What follows belongs to an exercise in optimizing a design on an open flow for small area; a production flow would make more cautious choices.
RTL that was checked went through simulation tests only; none was proved equivalent to the original.

==> inputs of try-pepper <==
## Cordic
module Cordic(input clk, input signed [15:0] Xin, input signed [15:0] Yin, input [15:0] angle,
              output reg signed [15:0] Xout, output reg signed [15:0] Yout);
clock: 7.0 ns
lec_check: 0
cap_margin: 20
core_margin: 2
core_utilization: 70
cts_buf_list: sky130_fd_sc_hd__clkbuf_16
cts_cluster_diameter: 70
cts_cluster_size: 32
place_density: 0.75
slew_margin: 20
synth_hierarchical: 1
standard.sh (not shown) runs the stock make flow with config.mk's settings and CLKGATE_MAP_FILE= SYNTH_SCRIPT=/design/flow/synth_recipe.tcl, a recipe that flattens the netlist after the stock synthesis.
==> flow/flow/run.sh <==
#!/bin/bash
# The standard layout (standard synthesis included), except that the port
# buffers use the smallest buffer cell and clock tree synthesis adds no dummy
# loads. ORFS keeps each step's log under orfs/logs/; the make output goes to
# standard.log.
set -euo pipefail
export BUFFER_PORTS_ARGS="-buffer_cell sky130_fd_sc_hd__buf_1"
export CTS_ARGS="-sink_clustering_enable -repair_clock_nets -dont_use_dummy_load -buf_list sky130_fd_sc_hd__clkbuf_16 -sink_clustering_size 32 -sink_clustering_max_diameter 70"
bash standard.sh > standard.log 2>&1
==> inputs of try-cedar, as changes to try-pepper <==
--- a/flow/design.v
+++ b/flow/design.v
@@ -34,29 +34,12 @@
             cordic_fa u (.a(z[k]), .b(neg), .c(c[k]), .s(zn[k]), .co(c[k+1]));
          end else begin : fn
             cordic_fa u (.a(z[k]), .b(~neg), .c(c[k]), .s(zn[k]), .co(c[k+1]));
          end
       end
    endgenerate
-endmodule
-module cordic_zsign #(parameter N = 11, parameter [15:0] P = 16'h0, parameter [15:0] M = 16'h0)
-                     (input [N-1:0] z, input neg, output s);
-   reg c;
-   reg b;
-   integer k;
-   always @* begin
-      c = 1'b0;
-      for (k = 0; k < N - 1; k = k + 1) begin
-         if (P[k] == M[k]) b = P[k];
-         else b = P[k] ? neg : ~neg;
-         c = (z[k] & b) | (z[k] & c) | (b & c);
-      end
-      if (P[N-1] == M[N-1]) b = P[N-1];
-      else b = P[N-1] ? neg : ~neg;
-   end
-   assign s = z[N-1] ^ b ^ c;
 endmodule
 module cordic_maj(input a, input b, input c, output y);
    assign y = (a & b) | (a & c) | (b & c);
 endmodule
 module cordic_scale(input [15:0] v, output [15:0] o);
    wire [15:0] u = {~v[15], v[14:0]};
@@ -186,21 +169,17 @@
    wire t231, r232; cordic_fa g232 (.a(1'b1), .b(1'b0), .c(r230), .s(t231), .co(r232));
    wire q233 = q200 ? r232 : r216;
    assign o = {(q200 ? t231 : t215), (q200 ? t229 : t213), (q200 ? t227 : t211), (q200 ? t225 : t209), (q200 ? t223 : t207), (q200 ? t221 : t205), (q200 ? t219 : t203), (q200 ? t217 : t201), (k167 ? t198 : t182), (k167 ? t196 : t180), (k167 ? t194 : t178), (k167 ? t192 : t176), (k167 ? t190 : t174), (k167 ? t188 : t172), (k167 ? t186 : t170), (k167 ? t184 : t168)};
 endmodule
 module Cordic(input clk, input signed [15:0] Xin, input signed [15:0] Yin, input [15:0] angle,
               output reg signed [15:0] Xout, output reg signed [15:0] Yout);
-   wire [13:0] z1 = {~angle[13], angle[12:0]};      
-   wire [13:0] z2n;                                  
-   cordic_zstep #(14, 16'h12e4, 2) zs1 (.z(z1), .neg(z1[13]), .zn(z2n));
    reg [15:0] x0, y0;
    reg [1:0]  q0;
-   reg        d1;
-   reg [13:0] z2;
-   always @(posedge clk) begin
-      x0 <= Xin; y0 <= Yin; q0 <= angle[15:14]; d1 <= z1[13]; z2 <= z2n;
+   reg [13:0] a0;
+   always @(posedge clk) begin
+      x0 <= Xin; y0 <= Yin; q0 <= angle[15:14]; a0 <= angle[13:0];
    end
    wire [15:0] low1;                                 
    assign low1[0] = 1'b0;
    genvar k;
    generate for (k = 1; k < 16; k = k + 1) begin : gl
       assign low1[k] = low1[k-1] | y0[k-1];
@@ -209,71 +188,74 @@
    wire my  = ~q0[1];            
    wire mxy = q0[1];             
    wire myy = q0[1] ^ q0[0];     
    wire [15:0] x1n, y1n;
    cordic_rca #(16) addx1 (.a(x0 ^ {16{mx}}),  .b(y0 ^ ({16{my}} & low1)), .ci(mx),  .s(x1n));
    cordic_rca #(16) addy1 (.a(x0 ^ {16{mxy}}), .b(y0 ^ ({16{myy}} & low1)), .ci(mxy), .s(y1n));
+   wire [13:0] z1 = {~a0[13], a0[12:0]};            
+   wire [13:0] z2n;                                  
+   cordic_zstep #(14, 16'h12e4, 2) zs1 (.z(z1), .neg(z1[13]), .zn(z2n));
+   reg [15:0] x1, y1;
+   reg        d1;
+   reg [13:0] z2;
+   always @(posedge clk) begin
+      x1 <= x1n; y1 <= y1n; d1 <= z1[13]; z2 <= z2n;
+   end
+   wire [15:0] x2n, y2n;
+   cordic_rca #(16) ax1 (.a(x1), .b({{1{y1[15]}}, y1[15:1]} ^ {16{~d1}}), .ci(~d1), .s(x2n));
+   cordic_rca #(16) ay1 (.a(y1), .b({{1{x1[15]}}, x1[15:1]} ^ {16{d1}}),  .ci(d1),  .s(y2n));
    wire [12:0] z3n;                                  
    cordic_zstep #(13, 16'h09fb, 0) zs2 (.z(z2[12:0]), .neg(z2[13]), .zn(z3n));
-   reg [15:0] x1, y1;
-   reg [2:1]  d1r;
-   reg [12:0] z3;
-   always @(posedge clk) begin
-      x1 <= x1n; y1 <= y1n; d1r <= {z2[13], d1}; z3 <= z3n;
-   end
-   wire [15:0] x2n, y2n;
-   cordic_rca #(16) ax1 (.a(x1), .b({{1{y1[15]}}, y1[15:1]} ^ {16{~d1r[1]}}), .ci(~d1r[1]), .s(x2n));
-   cordic_rca #(16) ay1 (.a(y1), .b({{1{x1[15]}}, x1[15:1]} ^ {16{d1r[1]}}),  .ci(d1r[1]),  .s(y2n));
+   reg [15:0] x2, y2; reg d2; reg [12:0] z3;
+   always @(posedge clk) begin
+      x2 <= x2n; y2 <= y2n; d2 <= z2[13]; z3 <= z3n;
+   end
+   wire [15:0] x3n, y3n;
+   cordic_rca #(16) ax2 (.a(x2), .b({{2{y2[15]}}, y2[15:2]} ^ {16{~d2}}), .ci(~d2), .s(x3n));
+   cordic_rca #(16) ay2 (.a(y2), .b({{2{x2[15]}}, x2[15:2]} ^ {16{d2}}),  .ci(d2),  .s(y3n));
    wire [11:0] z4n;                                  
    cordic_zstep #(12, 16'h0511, 0) zs3 (.z(z3[11:0]), .neg(z3[12]), .zn(z4n));
-   reg [15:0] x2, y2; reg [3:2] d2r; reg [11:0] z4;
-   always @(posedge clk) begin
-      x2 <= x2n; y2 <= y2n; d2r <= {z3[12], d1r[2]}; z4 <= z4n;
-   end
-   wire [15:0] x3n, y3n;
-   cordic_rca #(16) ax2 (.a(x2), .b({{2{y2[15]}}, y2[15:2]} ^ {16{~d2r[2]}}), .ci(~d2r[2]), .s(x3n));
-   cordic_rca #(16) ay2 (.a(y2), .b({{2{x2[15]}}, x2[15:2]} ^ {16{d2r[2]}}),  .ci(d2r[2]),  .s(y3n));
+   reg [15:0] x3, y3; reg d3; reg [11:0] z4;
+   always @(posedge clk) begin
+      x3 <= x3n; y3 <= y3n; d3 <= z3[12]; z4 <= z4n;
+   end
+   wire [15:0] x4n, y4n;
+   cordic_rca #(16) ax3 (.a(x3), .b({{3{y3[15]}}, y3[15:3]} ^ {16{~d3}}), .ci(~d3), .s(x4n));
+   cordic_rca #(16) ay3 (.a(y3), .b({{3{x3[15]}}, x3[15:3]} ^ {16{d3}}),  .ci(d3),  .s(y4n));
    wire [10:0] z5n;                                  
    cordic_zstep #(11, 16'h028b, 0) zs4 (.z(z4[10:0]), .neg(z4[11]), .zn(z5n));
-   reg [15:0] x3, y3; reg [4:3] d3r; reg [10:0] z5;
-   always @(posedge clk) begin
-      x3 <= x3n; y3 <= y3n; d3r <= {z4[11], d2r[3]}; z5 <= z5n;
-   end
-   wire [15:0] x4n, y4n;
-   cordic_rca #(16) ax3 (.a(x3), .b({{3{y3[15]}}, y3[15:3]} ^ {16{~d3r[3]}}), .ci(~d3r[3]), .s(x4n));
-   cordic_rca #(16) ay3 (.a(y3), .b({{3{x3[15]}}, x3[15:3]} ^ {16{d3r[3]}}),  .ci(d3r[3]),  .s(y4n));
-   wire d6n, d7m, d7p;
-   cordic_zsign #(11, 16'h0145, 16'hfebb) zg6 (.z(z5), .neg(z5[10]), .s(d6n));
-   cordic_zsign #(11, 16'h00a3, 16'hfe19) zg7m (.z(z5), .neg(z5[10]), .s(d7m));   
-   cordic_zsign #(11, 16'h01e7, 16'hff5d) zg7p (.z(z5), .neg(z5[10]), .s(d7p));   
-   reg [15:0] x4, y4; reg [7:4] d4r;
-   always @(posedge clk) begin
-      x4 <= x4n; y4 <= y4n; d4r <= {d6n ? d7p : d7m, d6n, z5[10], d3r[4]};
+   reg [15:0] x4, y4; reg d4; reg [10:0] z5;
+   always @(posedge clk) begin
+      x4 <= x4n; y4 <= y4n; d4 <= z4[11]; z5 <= z5n;
    end
    wire [15:0] x5n, y5n;
-   cordic_rca #(16) ax4 (.a(x4), .b({{4{y4[15]}}, y4[15:4]} ^ {16{~d4r[4]}}), .ci(~d4r[4]), .s(x5n));
-   cordic_rca #(16) ay4 (.a(y4), .b({{4{x4[15]}}, x4[15:4]} ^ {16{d4r[4]}}),  .ci(d4r[4]),  .s(y5n));
-   reg [15:0] x5, y5; reg [7:5] d5r;
-   always @(posedge clk) begin
-      x5 <= x5n; y5 <= y5n; d5r <= d4r[7:5];
+   cordic_rca #(16) ax4 (.a(x4), .b({{4{y4[15]}}, y4[15:4]} ^ {16{~d4}}), .ci(~d4), .s(x5n));
+   cordic_rca #(16) ay4 (.a(y4), .b({{4{x4[15]}}, x4[15:4]} ^ {16{d4}}),  .ci(d4),  .s(y5n));
+   wire [9:0] z6n;                                   
+   cordic_zstep #(10, 16'h0145, 0) zs5 (.z(z5[9:0]), .neg(z5[10]), .zn(z6n));
+   reg [15:0] x5, y5; reg d5; reg [9:0] z6;
+   always @(posedge clk) begin
+      x5 <= x5n; y5 <= y5n; d5 <= z5[10]; z6 <= z6n;
    end
    wire [15:0] x6n, y6n;
-   cordic_rca #(16) ax5 (.a(x5), .b({{5{y5[15]}}, y5[15:5]} ^ {16{~d5r[5]}}), .ci(~d5r[5]), .s(x6n));
-   cordic_rca #(16) ay5 (.a(y5), .b({{5{x5[15]}}, x5[15:5]} ^ {16{d5r[5]}}),  .ci(d5r[5]),  .s(y6n));
-   reg [15:0] x6, y6; reg [7:6] d6r;
-   always @(posedge clk) begin
-      x6 <= x6n; y6 <= y6n; d6r <= d5r[7:6];
+   cordic_rca #(16) ax5 (.a(x5), .b({{5{y5[15]}}, y5[15:5]} ^ {16{~d5}}), .ci(~d5), .s(x6n));
+   cordic_rca #(16) ay5 (.a(y5), .b({{5{x5[15]}}, x5[15:5]} ^ {16{d5}}),  .ci(d5),  .s(y6n));
+   wire [8:0] z7n;                                   
+   cordic_zstep #(9, 16'h00a2, 1) zs6 (.z(z6[8:0]), .neg(z6[9]), .zn(z7n));
+   reg [15:0] x6, y6; reg [7:6] d6;
+   always @(posedge clk) begin
+      x6 <= x6n; y6 <= y6n; d6 <= {z7n[8], z6[9]};
    end
    wire [15:0] x7n, y7n;
-   cordic_rca #(16) ax6 (.a(x6), .b({{6{y6[15]}}, y6[15:6]} ^ {16{~d6r[6]}}), .ci(~d6r[6]), .s(x7n));
-   cordic_rca #(16) ay6 (.a(y6), .b({{6{x6[15]}}, x6[15:6]} ^ {16{d6r[6]}}),  .ci(d6r[6]),  .s(y7n));
-   reg [15:0] x7, y7; reg d7r;
-   always @(posedge clk) begin x7 <= x7n; y7 <= y7n; d7r <= d6r[7]; end
+   cordic_rca #(16) ax6 (.a(x6), .b({{6{y6[15]}}, y6[15:6]} ^ {16{~d6[6]}}), .ci(~d6[6]), .s(x7n));
+   cordic_rca #(16) ay6 (.a(y6), .b({{6{x6[15]}}, x6[15:6]} ^ {16{d6[6]}}),  .ci(d6[6]),  .s(y7n));
+   reg [15:0] x7, y7; reg d7;
+   always @(posedge clk) begin x7 <= x7n; y7 <= y7n; d7 <= d6[7]; end
    wire [15:0] x8n, y8n;
-   cordic_rca #(16) ax7 (.a(x7), .b({{7{y7[15]}}, y7[15:7]} ^ {16{~d7r}}), .ci(~d7r), .s(x8n));
-   cordic_rca #(16) ay7 (.a(y7), .b({{7{x7[15]}}, x7[15:7]} ^ {16{d7r}}),  .ci(d7r),  .s(y8n));
+   cordic_rca #(16) ax7 (.a(x7), .b({{7{y7[15]}}, y7[15:7]} ^ {16{~d7}}), .ci(~d7), .s(x8n));
+   cordic_rca #(16) ay7 (.a(y7), .b({{7{x7[15]}}, x7[15:7]} ^ {16{d7}}),  .ci(d7),  .s(y8n));
    reg [15:0] x8, y8;
    always @(posedge clk) begin x8 <= x8n; y8 <= y8n; end
    wire [15:0] xs8, ys8;
    cordic_scale scx (.v(x8), .o(xs8));
    cordic_scale scy (.v(y8), .o(ys8));
    always @(posedge clk) begin
==> flow/run.sh (new file) <==
#!/bin/bash
# synth_recipe.tcl (not shown) runs the flow's synth.tcl, then flattens the netlist and writes it again
# the make line also repeats each setting of config.mk as NAME=value (left out here)
make -C /OpenROAD-flow-scripts/flow DESIGN_CONFIG=/design/flow/config.mk WORK_HOME=/design/flow/orfs CLKGATE_MAP_FILE= SYNTH_SCRIPT=/design/flow/synth_recipe.tcl finish
removed: flow/flow/run.sh
removed: flow/standard.sh
==> out/results.ini <==
[run_status]
status=finished clean

[final_layout]
syn2layout_area_growth_pct=9.49
nClkBuffers=25
drive_gt1_share_pct=16.8

[setup_path]
rr_startpoint=d7r
cp_common_cell=fa_1

[global_route]
grt_max_degree=32
grt_pass1_vias=11300

[synth]
synth.distinct_cells=38

[placement]
place_ws_ns=-0.173

The numbers above come from try-pepper.

==> out/results.ini <==
[global_route]
grt_pass1_vias=11800
grt_max_degree=30

[run_status]
status=finished clean

[placement]
place_ws_ns=-0.197

[final_layout]
nClkBuffers=27
drive_gt1_share_pct=17.9

[synth]
ys_warn_count=7

The numbers above come from try-cedar.

Function not checked in try-pepper: the RTL went through the layout flow alone.

==> static timing again, ports no longer ideal <==
Ports are ideal in the flow. The routed layouts listed here were re-timed in OpenROAD.
Step 1 sets driving cells, clkbuf_16 on the clock port and buf_2 on the other inputs (assumed; they add their load-dependent delay and slew).
Step 2 also shifts input and output timing later by t, the mid clock arrival at the registers, as if the neighbouring blocks saw the same clock.
a / b / c = ideal / step 1 / step 2; a / b = the first two.
run	t (ns)	setup slack, ns	worst hold slack (ns)	worst setup path after step 2	cell pins on the clock port's net
try-pepper	0.586	0.128 / 0.128 / 0.128	0.327 / 0.327 / 0.327	register to register	1
try-cedar	0.609	0.180 / 0.180 / 0.180	0.332 / 0.332 / 0.332	register to register	1
After both steps every run listed still meets setup and hold.
